What follows belongs to an exercise in optimizing a design on an open flow for small area, a short achievable clock period and few clock cycles; a production flow would make more cautious choices.
Only simulation tests tie the RTL to the original design; equivalence was not proved.
Power and IR drop assume default switching activity.

## before
// mips
module mips(input clk, reset,
            input  [31:0] instr_in, data_in,
            output [31:0] instr_addr, data_addr, data_out,
            output        data_rd_wr);
    parameter [31:0] pc_init = 32'h80020000;
    localparam OP_SPECIAL  = 6'b000000, OP_SPECIAL2 = 6'b011100,
               OP_J = 6'b000010, OP_JAL = 6'b000011,
               OP_BEQ = 6'b000100, OP_BNE = 6'b000101,
               OP_ADDIU = 6'b001001, OP_SLTI = 6'b001010, OP_LUI = 6'b001111,
               OP_LW = 6'b100011, OP_SW = 6'b101011;
    localparam FN_SLL = 6'b000000, FN_JR = 6'b001000,
               FN_ADDU = 6'b100001, FN_SUBU = 6'b100011, FN_MUL = 6'b000010;
    localparam MB = 104;    
    wire        stall;
    wire        id_taken;
    wire [31:0] id_target;
    reg  [31:0] f_seq, f_tgt;
    reg         f_sel;
    wire [31:0] pc = f_sel ? f_tgt : f_seq;
    assign instr_addr = pc;
    reg         id_valid;
    reg  [31:0] id_instr;
    always @(posedge clk) begin
        if (reset) begin
            f_seq    <= pc_init;
            f_sel    <= 1'b0;
            id_valid <= 1'b0;
        end else if (!stall) begin
            f_seq    <= pc + 32'd4;
            f_sel    <= id_taken;
            id_valid <= 1'b1;
        end
        if (!stall) f_tgt <= id_target;
        if (reset || !stall) id_instr <= instr_in;
    end
    wire [5:0]  op    = id_instr[31:26];
    wire [5:0]  fn    = id_instr[5:0];
    wire [4:0]  f_rd  = id_instr[15:11];
    wire [4:0]  f_rs  = id_instr[25:21];
    wire [4:0]  f_rt  = id_instr[20:16];
    wire [4:0]  f_sa  = id_instr[10:6];
    wire [15:0] f_imm = id_instr[15:0];
    wire [31:0] simm  = {{16{f_imm[15]}}, f_imm};
    wire [4:0]  i_rs  = instr_in[25:21];
    wire [4:0]  i_rt  = instr_in[20:16];
    reg        d_use_rs, d_use_rt, d_wr, d_load, d_store, d_mul, d_sll, d_slt;
    reg        d_beq, d_bne, d_j, d_jr;
    reg        d_a_rt, d_a_const, d_b_imm, d_b_zero, d_inv;
    reg [4:0]  d_dst;
    always @* begin
        d_use_rs = 1'b0; d_use_rt = 1'b0; d_wr = 1'b0; d_load = 1'b0;
        d_store = 1'b0; d_mul = 1'b0; d_sll = 1'b0; d_slt = 1'b0;
        d_beq = 1'b0; d_bne = 1'b0; d_j = 1'b0; d_jr = 1'b0;
        d_a_rt = 1'b0; d_a_const = 1'b0; d_b_imm = 1'b0; d_b_zero = 1'b0; d_inv = 1'b0;
        d_dst = 5'd0;
        case (op)
  ...
export LEC_CHECK = 0
export CAP_MARGIN = 20
export CORE_MARGIN = 2
export CORE_UTILIZATION = 40
export PLACE_DENSITY = 0.6
export SETUP_SLACK_MARGIN = 5
export SLEW_MARGIN = 60
create_clock -name core_clock -period 11.0 [get_ports {clk}]
run.sh (not shown) runs the stock make flow with config.mk's settings and CLKGATE_MAP_FILE= SYNTH_SCRIPT=/design/flow/synth_recipe.tcl, a recipe that flattens the netlist after the stock synthesis.
before finished end to end and its layout was clean on timing, DRC and antenna.
Testbench counts of before, summed over its fixed seeds: cycles 101,853.
Edits applied to the flow inputs when going from before to after:
diff --git a/flow/design.v b/flow/design.v
--- a/flow/design.v
+++ b/flow/design.v
@@ -35,25 +35,25 @@
     reg  [31:0] f_seq, f_tgt;
     reg         f_sel;
     wire [31:0] pc = f_sel ? f_tgt : f_seq;
     assign instr_addr = pc;
     reg         id_valid;
     reg  [31:0] id_instr;
     always @(posedge clk) begin
         if (reset) begin
             f_seq    <= pc_init;
             f_sel    <= 1'b0;
             id_valid <= 1'b0;
         end else if (!stall) begin
-            f_seq    <= pc + 32'd4;
+            f_seq    <= f_sel ? f_tgt + 32'd4 : f_seq + 32'd4;    
             f_sel    <= id_taken;
             id_valid <= 1'b1;
         end
         if (!stall) f_tgt <= id_target;
         if (reset || !stall) id_instr <= instr_in;
     end
     wire [5:0]  op    = id_instr[31:26];
     wire [5:0]  fn    = id_instr[5:0];
     wire [4:0]  f_rd  = id_instr[15:11];
     wire [4:0]  f_rs  = id_instr[25:21];
     wire [4:0]  f_rt  = id_instr[20:16];
     wire [4:0]  f_sa  = id_instr[10:6];
@@ -140,29 +140,43 @@
     regfile regs(.clk(clk), .wr_num(wb_dst), .wr_data(wb_res), .wr_en(wb_wr),
                  .rd0_sel(rs_oh), .rd0_data(rf_rs),
                  .rd1_sel(rt_oh), .rd1_data(rf_rt));
     wire [31:0] rs_v = ({32{!rs_me && !rs_wb}} & rf_rs) | ({32{rs_wb}} & wb_res) | ({32{rs_me}} & me_res);
     wire [31:0] rt_v = ({32{!rt_me && !rt_wb}} & rf_rt) | ({32{rt_wb}} & wb_res) | ({32{rt_me}} & me_res);
     wire ex_late  = ex_load | ex_mul;            
     wire me_late  = me_load | me_mul;
     wire d_branch = d_beq | d_bne | d_jr;
     wire use_ex_rs = d_use_rs && rs_ex;
     wire use_ex_rt = d_use_rt && rt_ex;
     wire use_me_rs = d_use_rs && rs_me;
     wire use_me_rt = d_use_rt && rt_me;
-    wire st_late = ex_late && (use_ex_rs || use_ex_rt);
-    wire st_br   = d_branch && (
-                     ((use_ex_rs || use_ex_rt) && (ex_sll || d_jr)) ||
-                     (me_late && (use_me_rs || use_me_rt)));
-    assign stall = id_valid && (st_late || st_br);
+    wire [5:0] i_op = instr_in[31:26];
+    wire [5:0] i_fn = instr_in[5:0];
+    wire i_sp     = i_op == OP_SPECIAL;
+    wire i_mul    = i_op == OP_SPECIAL2 && i_fn == FN_MUL;
+    wire i_jr     = i_sp && i_fn == FN_JR;
+    wire i_br     = i_op == OP_BEQ || i_op == OP_BNE;
+    wire i_use_rs = i_op == OP_ADDIU || i_op == OP_SLTI || i_op == OP_LW || i_op == OP_SW ||
+                    i_br || (i_sp && i_fn != FN_SLL) || i_mul;
+    wire i_use_rt = i_op == OP_SW || i_br || (i_sp && i_fn != FN_JR) || i_mul;
+    wire g_use_ex = (i_use_rs && g_rs_ex) || (i_use_rt && g_rt_ex);
+    wire g_use_me = (i_use_rs && g_rs_me) || (i_use_rt && g_rt_me);
+    wire g_stall  = (g_use_ex && (d_load || d_mul)) ||
+                    ((i_br || i_jr) && ((g_use_ex && (d_sll || i_jr)) || (ex_late && g_use_me)));
+    wire s_stall  = d_branch && ex_late && (use_ex_rs || use_ex_rt);
+    reg  stall_q;
+    always @(posedge clk)
+        if (reset) stall_q <= 1'b0;
+        else       stall_q <= stall ? s_stall : g_stall;
+    assign stall = stall_q;
     wire [31:0] bk     = rs_ex ? rt_v : rs_v;
     wire [31:0] kc     = (ex_a & ex_b) | ((ex_a | ex_b) & ~bk);
     wire        eq_add = ((ex_a ^ ex_b ^ bk) == {kc[30:0], ex_cin});
     wire        lt     = (ex_a[31] == ex_b[31]) ? ex_a[31] : alu_sum31;
     wire        eq_slt = (bk[31:1] == 31'd0) && (bk[0] == lt);
     wire        eq_ex  = ex_slt ? eq_slt : eq_add;
     wire        br_eq  = rs_eq_rt || ((rs_ex || rt_ex) ? eq_ex : (rs_v == rt_v));
     assign id_taken  = id_valid && (d_j || d_jr || (d_beq && br_eq) || (d_bne && !br_eq));
     assign id_target = d_jr ? rs_v :
                        d_j  ? {f_seq[31:28], id_instr[25:0], 2'b00} :
                               f_seq + {simm[29:0], 2'b00};
     wire [31:0] a_const = d_j ? f_seq + 32'd4 : {f_imm, 16'd0};
[summary]
- [compare] base=before new=after: number of instances in the synthesized netlist climbed 142, cell count of the worst reg-to-reg path dropped 1, flip-flop and latch count barely changed.
- Between before and after, detailed placer's ending HPWL is lower for before, after comes in above that.
- STATUS static leakage power: after loses against before
- Arithmetic-cell share of the synthesized area counting full adders, half adders and majority gates: before vs after, no meaningful difference
- Diff before -> after: largest incremental delay on the critical path +0.18 ns; ratio of final minimum period to clock period +3.7 points; pin count of the biggest net entering global routing -9; global-route usage +2.1 points; power consumption +4.0%.
- Looking at met2 usage in global routing across before and after, the one that comes out lower is before.
Testbench counts of after, summed over its fixed seeds: cycles 101,853.

==> port drivers added, routing unchanged <==
How much do the figures lean on ideal ports? The routed layouts below were timed once more, with nothing changed but the port constraints. Step 1: set_driving_cell puts a clkbuf_16 on clk and a buf_2 on each other input, an assumption about the parent block. Step 2 also shifts input and output timing later by t, the mid clock arrival at the registers, as if the neighbouring blocks saw the same clock. Slacks: ideal / step 1 / step 2; pairs: ideal / step 1.
run | shift t [ns] | setup slack, ns | clock arrival spread, ns
before | 0.940 | 5.946 / 5.856 / 6.064 | 0.060 / 0.060
after | 0.954 | 5.544 / 5.544 / 5.544 | 0.068 / 0.069
After both steps every run listed still meets setup and hold.
